Context: an optimization exercise on an open-source flow, tuned for small area and a short achievable clock period. The choices shown serve that exercise and are no tape-out recipe. Function was checked by simulation only, so behaviour that the tests miss may differ from the original. Power is estimated from default activity; no workload was simulated.

==> build 83: inputs <==
==> flow/design.v (excerpt) <==
module simd_vector_mac (
    input clk,
    input rst_n,
    input valid_i,
    input start_i,
    input last_i,
    input [63:0] A,
    input [63:0] B,
    output vector_mac_valid_o,
    output [37:0] vector_mac_data_o
);
export LEC_CHECK = 0
export ABC_AREA = 1
export CAP_MARGIN = 20
export CORE_MARGIN = 2
export CORE_UTILIZATION = 40
export PLACE_DENSITY = 0.8
export SETUP_SLACK_MARGIN = 1.7
export SLEW_MARGIN = 20
create_clock -name core_clock -period 4.5 [get_ports {clk}]
standard.sh (not shown) runs the stock make flow with config.mk's settings and CLKGATE_MAP_FILE= SYNTH_SCRIPT=/design/flow/synth_recipe.tcl, a recipe that flattens the netlist after the stock synthesis.
==> flow/flow/run.sh <==
#!/bin/bash
# Standard layout, with one netlist step between synthesis and floorplan: bubble2.py chooses the
# polarity of the full-adder cells, fa(~a,~b,~c) = ~fa(a,b,c), and of gates that have a
# complemented twin, so that the netlist needs fewer inverters. Registers are not touched.
# Port buffers are buf_2 cells instead of the delay cells buffer_ports picks by itself.
set -euo pipefail
R=$PWD/orfs/results/$FLOW_PLATFORM/simd_vector_mac/base
LIB=$FLOW_HOME/platforms/$FLOW_PLATFORM/lib/sky130_fd_sc_hd__tt_025C_1v80.lib
bash standard.sh "$R/1_2_yosys.v" > synth.log 2>&1
cp "$R/1_2_yosys.v" "$PWD/1_2_yosys_standard.v"
python3 flow/bubble2.py "$LIB" "$PWD/1_2_yosys_standard.v" "$R/1_2_yosys.v" > bubble.log 2>&1
export BUFFER_PORTS_ARGS="-buffer_cell sky130_fd_sc_hd__buf_2"
bash standard.sh finish > layout.log 2>&1
Other scripts of this flow, unchanged in this note and not shown: flow/flow/bubble2.py
==> trial 20 (differences from build 83) <==
CAP_MARGIN = 5   (was 20)
SETUP_SLACK_MARGIN = 1.8   (was 1.7)
SLEW_MARGIN = 5   (was 20)
==> trial 51 (differences from build 83) <==
SETUP_SLACK_MARGIN = 1.8   (was 1.7)
==> summary of the runs <==
In cell count, trial 20 and trial 51 do not differ. In global-route usage, trial 20 and trial 51 do not differ. In register-to-register slack, trial 20 and trial 51 hardly differ. Cell area: trial 51 is larger than build 83 (about 3%). Area after synthesis is the same in trial 51 and trial 20. Clock power: build 83 is higher than trial 20 (about 2%). In power, trial 20 and trial 51 do not differ. In trial 51 the first-iteration DRC count is larger than in build 83, by about 10%.

==> inputs of trial 61 <==
Another version of the RTL of simd_vector_mac (not shown whole).
Design simd_vector_mac, start of the top module:
module simd_vector_mac (
    input clk,
    input rst_n,
    input valid_i,
    input start_i,
    input last_i,
    input [63:0] A,
    input [63:0] B,
    output vector_mac_valid_o,
    output [37:0] vector_mac_data_o
);
export LEC_CHECK = 0
export ABC_AREA = 1
export CAP_MARGIN = 20
export CORE_MARGIN = 2
export CORE_UTILIZATION = 40
export SETUP_SLACK_MARGIN = 2.0
export SLEW_MARGIN = 20
create_clock -name core_clock -period 4.5 [get_ports {clk}]
==> flow/flow/run.sh <==
#!/bin/bash
# Standard layout, with one netlist step between synthesis and floorplan: bubble2.py chooses the
# polarity of the full-adder cells, fa(~a,~b,~c) = ~fa(a,b,c), and of gates that have a
# complemented twin, so that the netlist needs fewer inverters. Registers are not touched.
set -euo pipefail
R=$PWD/orfs/results/$FLOW_PLATFORM/simd_vector_mac/base
LIB=$FLOW_HOME/platforms/$FLOW_PLATFORM/lib/sky130_fd_sc_hd__tt_025C_1v80.lib
bash standard.sh "$R/1_2_yosys.v" > synth.log 2>&1
cp "$R/1_2_yosys.v" "$PWD/1_2_yosys_standard.v"
python3 flow/bubble2.py "$LIB" "$PWD/1_2_yosys_standard.v" "$R/1_2_yosys.v" > bubble.log 2>&1
bash standard.sh finish > layout.log 2>&1
Other scripts of this flow, unchanged in this note and not shown: flow/flow/bubble2.py
==> build 54: changes against trial 61 <==
==> flow/flow/run.sh (replaced) <==
#!/bin/bash
# Standard layout, with one netlist step between synthesis and floorplan: bubble2.py chooses the
# polarity of the full-adder cells, fa(~a,~b,~c) = ~fa(a,b,c), and of gates that have a
# complemented twin, so that the netlist needs fewer inverters. Registers are not touched.
# Port buffers are buf_2 cells instead of the delay cells buffer_ports picks by itself.
set -euo pipefail
R=$PWD/orfs/results/$FLOW_PLATFORM/simd_vector_mac/base
LIB=$FLOW_HOME/platforms/$FLOW_PLATFORM/lib/sky130_fd_sc_hd__tt_025C_1v80.lib
bash standard.sh "$R/1_2_yosys.v" > synth.log 2>&1
cp "$R/1_2_yosys.v" "$PWD/1_2_yosys_standard.v"
python3 flow/bubble2.py "$LIB" "$PWD/1_2_yosys_standard.v" "$R/1_2_yosys.v" > bubble.log 2>&1
export BUFFER_PORTS_ARGS="-buffer_cell sky130_fd_sc_hd__buf_2"
bash standard.sh finish > layout.log 2>&1
- SETUP_SLACK_MARGIN: 2.0 -> 1.8
==> trial 46: changes against trial 61 <==
==> flow/flow/run.sh (replaced) <==
#!/bin/bash
# Standard layout, with one netlist step between synthesis and floorplan: bubble2.py chooses the
# polarity of the full-adder cells, fa(~a,~b,~c) = ~fa(a,b,c), and of gates that have a
# complemented twin, so that the netlist needs fewer inverters. Registers are not touched.
# Port buffers are buf_2 cells instead of the delay cells buffer_ports picks by itself.
set -euo pipefail
R=$PWD/orfs/results/$FLOW_PLATFORM/simd_vector_mac/base
LIB=$FLOW_HOME/platforms/$FLOW_PLATFORM/lib/sky130_fd_sc_hd__tt_025C_1v80.lib
bash standard.sh "$R/1_2_yosys.v" > synth.log 2>&1
cp "$R/1_2_yosys.v" "$PWD/1_2_yosys_standard.v"
python3 flow/bubble2.py "$LIB" "$PWD/1_2_yosys_standard.v" "$R/1_2_yosys.v" > bubble.log 2>&1
export BUFFER_PORTS_ARGS="-buffer_cell sky130_fd_sc_hd__buf_2"
bash standard.sh finish > layout.log 2>&1
- PLACE_DENSITY: default -> 0.8
- SETUP_SLACK_MARGIN: 2.0 -> 1.9
==> comparison table <==
metric	build 54	trial 61	trial 46
Run status	complete, no violations	complete, no violations	complete, no violations
Non-clock inverter total of the final layout	430	431	430
Gp weighted congestion	0.986	0.989	1.04
Combinational group power	24.7 mW	27.4 mW	25.8 mW
Clock latency on the worst-skew pair	0.64 ns	0.62 ns	0.63 ns
Fraction of final layout cells sized beyond drive strength 1	0.226	0.416	0.307
Internal	19.3 mW	21.4 mW	20.5 mW
Static leakage	18.1 nW	21.3 nW	18.7 nW
Met2 Wirelength	56.1 mm	63.5 mm	57.6 mm
Clock buffer count	73	69	73
Net switching power	17.8 mW	18.7 mW	18.1 mW
Sw Ratio	0.480	0.467	0.470
Biggest cell delay along the critical path	0.76 ns	0.57 ns	0.61 ns
Routed metal-1 wirelength	51.3 mm	52.6 mm	46.4 mm

==> run P <==
Another version of the RTL of simd_vector_mac (not shown whole).
clock: 4.5 ns
lec_check: 0
abc_area: 1
cap_margin: 20
core_margin: 2
core_utilization: 40
place_density: 0.8
setup_slack_margin: 2.3
slew_margin: 20
==> flow/flow/run.sh <==
#!/bin/bash
# Standard layout, with one netlist step between synthesis and floorplan: bubble2.py chooses the
# polarity of the full-adder cells, fa(~a,~b,~c) = ~fa(a,b,c), and of gates that have a
# complemented twin, so that the netlist needs fewer inverters. Registers are not touched.
# Port buffers are buf_2 cells instead of the delay cells buffer_ports picks by itself.
set -euo pipefail
R=$PWD/orfs/results/$FLOW_PLATFORM/simd_vector_mac/base
LIB=$FLOW_HOME/platforms/$FLOW_PLATFORM/lib/sky130_fd_sc_hd__tt_025C_1v80.lib
bash standard.sh "$R/1_2_yosys.v" > synth.log 2>&1
cp "$R/1_2_yosys.v" "$PWD/1_2_yosys_standard.v"
python3 flow/bubble2.py "$LIB" "$PWD/1_2_yosys_standard.v" "$R/1_2_yosys.v" > bubble.log 2>&1
export BUFFER_PORTS_ARGS="-buffer_cell sky130_fd_sc_hd__buf_2"
bash standard.sh finish > layout.log 2>&1
Other scripts of this flow, unchanged in this note and not shown: flow/flow/bubble2.py
==> run G (differences from run P) <==
--- a/flow/design.v
+++ b/flow/design.v
@@ -647,17 +647,17 @@
     wire bp634;
     wire bp635;
     wire bp636;
     wire bp637;
     wire bp638;
     wire bp639;
     wire bn640;
     logic [37:0] acc_s, acc_c;   
-    logic acc_zero;   
+    wire acc_zero = s_p[3] | clr[3];   
     wire [37:0] as_g = acc_zero ? '0 : acc_s;
     wire [37:0] ac_g = acc_zero ? '0 : acc_c;
     wire s641;
     wire c642;
     wire s643;
     wire c644;
     wire s645;
     wire c646;
@@ -5001,19 +5001,16 @@
         t7_64 <= t4_142 & v_p[2];
         t7_65 <= c1676 & v_p[2];
         t7_66 <= v_p[2];
         t7_67 <= v_p[2];
         t7_68 <= v_p[2];
         t7_69 <= v_p[2];
         t7_70 <= v_p[2];
     end
-    always_ff @(posedge clk or negedge rst_n)
-        if (!rst_n) acc_zero <= 1'b1;
-        else        acc_zero <= s_p[2] | clr[2];
     always_ff @(posedge clk) begin
         acc_s <= row0;
         acc_c <= row1;
     end
     logic [37:0] res_d;
     logic res_v, out_v;
     always_ff @(posedge clk or negedge rst_n)
         if (!rst_n) begin
Settings changed: SETUP_SLACK_MARGIN 2.3 to 2.4.
==> run A (differences from run P) <==
--- a/flow/design.v
+++ b/flow/design.v
@@ -647,17 +647,17 @@
     wire bp634;
     wire bp635;
     wire bp636;
     wire bp637;
     wire bp638;
     wire bp639;
     wire bn640;
     logic [37:0] acc_s, acc_c;   
-    logic acc_zero;   
+    wire acc_zero = s_p[3] | clr[3];   
     wire [37:0] as_g = acc_zero ? '0 : acc_s;
     wire [37:0] ac_g = acc_zero ? '0 : acc_c;
     wire s641;
     wire c642;
     wire s643;
     wire c644;
     wire s645;
     wire c646;
@@ -5001,19 +5001,16 @@
         t7_64 <= t4_142 & v_p[2];
         t7_65 <= c1676 & v_p[2];
         t7_66 <= v_p[2];
         t7_67 <= v_p[2];
         t7_68 <= v_p[2];
         t7_69 <= v_p[2];
         t7_70 <= v_p[2];
     end
-    always_ff @(posedge clk or negedge rst_n)
-        if (!rst_n) acc_zero <= 1'b1;
-        else        acc_zero <= s_p[2] | clr[2];
     always_ff @(posedge clk) begin
         acc_s <= row0;
         acc_c <= row1;
     end
     logic [37:0] res_d;
     logic res_v, out_v;
     always_ff @(posedge clk or negedge rst_n)
         if (!rst_n) begin
Settings changed: SETUP_SLACK_MARGIN 2.3 to 2.0.
==> run H (differences from run P) <==
--- a/flow/design.v
+++ b/flow/design.v
@@ -647,17 +647,17 @@
     wire bp634;
     wire bp635;
     wire bp636;
     wire bp637;
     wire bp638;
     wire bp639;
     wire bn640;
     logic [37:0] acc_s, acc_c;   
-    logic acc_zero;   
+    wire acc_zero = s_p[3] | clr[3];   
     wire [37:0] as_g = acc_zero ? '0 : acc_s;
     wire [37:0] ac_g = acc_zero ? '0 : acc_c;
     wire s641;
     wire c642;
     wire s643;
     wire c644;
     wire s645;
     wire c646;
@@ -5001,19 +5001,16 @@
         t7_64 <= t4_142 & v_p[2];
         t7_65 <= c1676 & v_p[2];
         t7_66 <= v_p[2];
         t7_67 <= v_p[2];
         t7_68 <= v_p[2];
         t7_69 <= v_p[2];
         t7_70 <= v_p[2];
     end
-    always_ff @(posedge clk or negedge rst_n)
-        if (!rst_n) acc_zero <= 1'b1;
-        else        acc_zero <= s_p[2] | clr[2];
     always_ff @(posedge clk) begin
         acc_s <= row0;
         acc_c <= row1;
     end
     logic [37:0] res_d;
     logic res_v, out_v;
     always_ff @(posedge clk or negedge rst_n)
         if (!rst_n) begin
Settings changed: SETUP_SLACK_MARGIN 2.3 to 2.6.
==> qor summary <==
| metric | run P | run A | run G | run H |
|---|---|---|---|---|
| Max-slew headroom at the worst pin | 0.349 | 0.238 | 0.365 | 0.526 |
| CP startpoint | acc_zero | B[39] | clr[3] | t4_79 |
| Iteration-0 DRC Markers | 2991 | 3277 | 3102 | 3405 |
| Post-layout min period | 2.39 ns | 2.51 ns | 2.29 ns | 2.44 ns |
| Number of stages on the worst setup path | 4 | 7 | 7 | 5 |
| Routed WL | 130000 um | 130000 um | 138000 um | 159000 um |
| Required arrival time at the worst endpoint | 5.01 ns | 5.01 ns | 5.09 ns | 5.09 ns |
| Initial antenna violation count | 11 | 13 | 8 | 17 |
| Count of sequential standard cells | 730 | 731 | 731 | 731 |
| Worst R2R Setup Slack | 2.11 ns | 2.08 ns | 2.21 ns | 2.06 ns |
| M1 WL | 49400 um | 47000 um | 51400 um | 52000 um |
| Filler Cells Inserted | 8968 | 9304 | 8623 | 7574 |
| Part of the power in combinational logic | 0.499 | 0.493 | 0.510 | 0.544 |
| Post-DP HPWL | 97800 um | 96300 um | 102000 um | 99700 um |
| Final Total Pwr | 36.1 mW | 35.8 mW | 37.6 mW | 40.9 mW |
| Result of the run | timing/DRC/antenna clean | timing/DRC/antenna clean | timing/DRC/antenna clean | timing/DRC/antenna clean |
| DP Cell Count | 5101 | 5103 | 5106 | 5111 |
| Clock Latency Late Sink | 0.65 ns | 0.65 ns | 0.65 ns | 0.66 ns |

port drivers added, routing unchanged:
The flow's constraints put no driver on any port. The routed layouts listed below were extracted and timed again, unchanged, in two steps. Step 1: set_driving_cell puts a clkbuf_16 on clk and a buf_2 on each other input, an assumption about the parent block. Step 2, shift: input delay + t, output delay - t, t = (earliest + latest rising clock arrival at the registers) / 2. This alone moves slack from input paths to output paths. Three values: no drivers, after step 1, after step 2; two values: the first two.
| run | t (ns) | setup slack, ns | latest minus earliest clock arrival (ns) | slew at the worst register clock pin (ns) | worst data-port slew with drivers (ns) |
|---|---|---|---|---|---|
| build 83 | 0.682 | 1.649 / 1.649 / 1.042 | 0.047 / 0.046 | 0.07 / 0.07 | 0.09 |
| trial 20 | 0.663 | 1.729 / 1.729 / 1.151 | 0.027 / 0.028 | 0.07 / 0.07 | 0.08 |
| trial 51 | 0.663 | 1.729 / 1.729 / 1.151 | 0.027 / 0.028 | 0.07 / 0.07 | 0.08 |
| trial 61 | 0.672 | 1.819 / 1.819 / 1.261 | 0.022 / 0.022 | 0.07 / 0.07 | 0.09 |
| build 54 | 0.689 | 1.736 / 1.784 / 1.096 | 0.033 / 0.034 | 0.07 / 0.07 | 0.08 |
| trial 46 | 0.682 | 1.757 / 1.757 / 1.191 | 0.038 / 0.038 | 0.07 / 0.07 | 0.08 |
| run P | 0.698 | 2.109 / 2.109 / 1.580 | 0.041 / 0.040 | 0.07 / 0.07 | 0.10 |
| run G | 0.710 | 2.214 / 2.214 / 1.593 | 0.022 / 0.023 | 0.07 / 0.07 | 0.13 |
| run A | 0.704 | 1.993 / 2.036 / 1.332 | 0.034 / 0.033 | 0.07 / 0.07 | 0.16 |
| run H | 0.726 | 2.064 / 2.064 / 1.582 | 0.029 / 0.029 | 0.07 / 0.07 | 0.29 |
After both steps every run listed still meets setup and hold. For run A, which loses most, drivers alone change the setup slack by +0.043 ns; drivers and shift together by -0.661 ns.
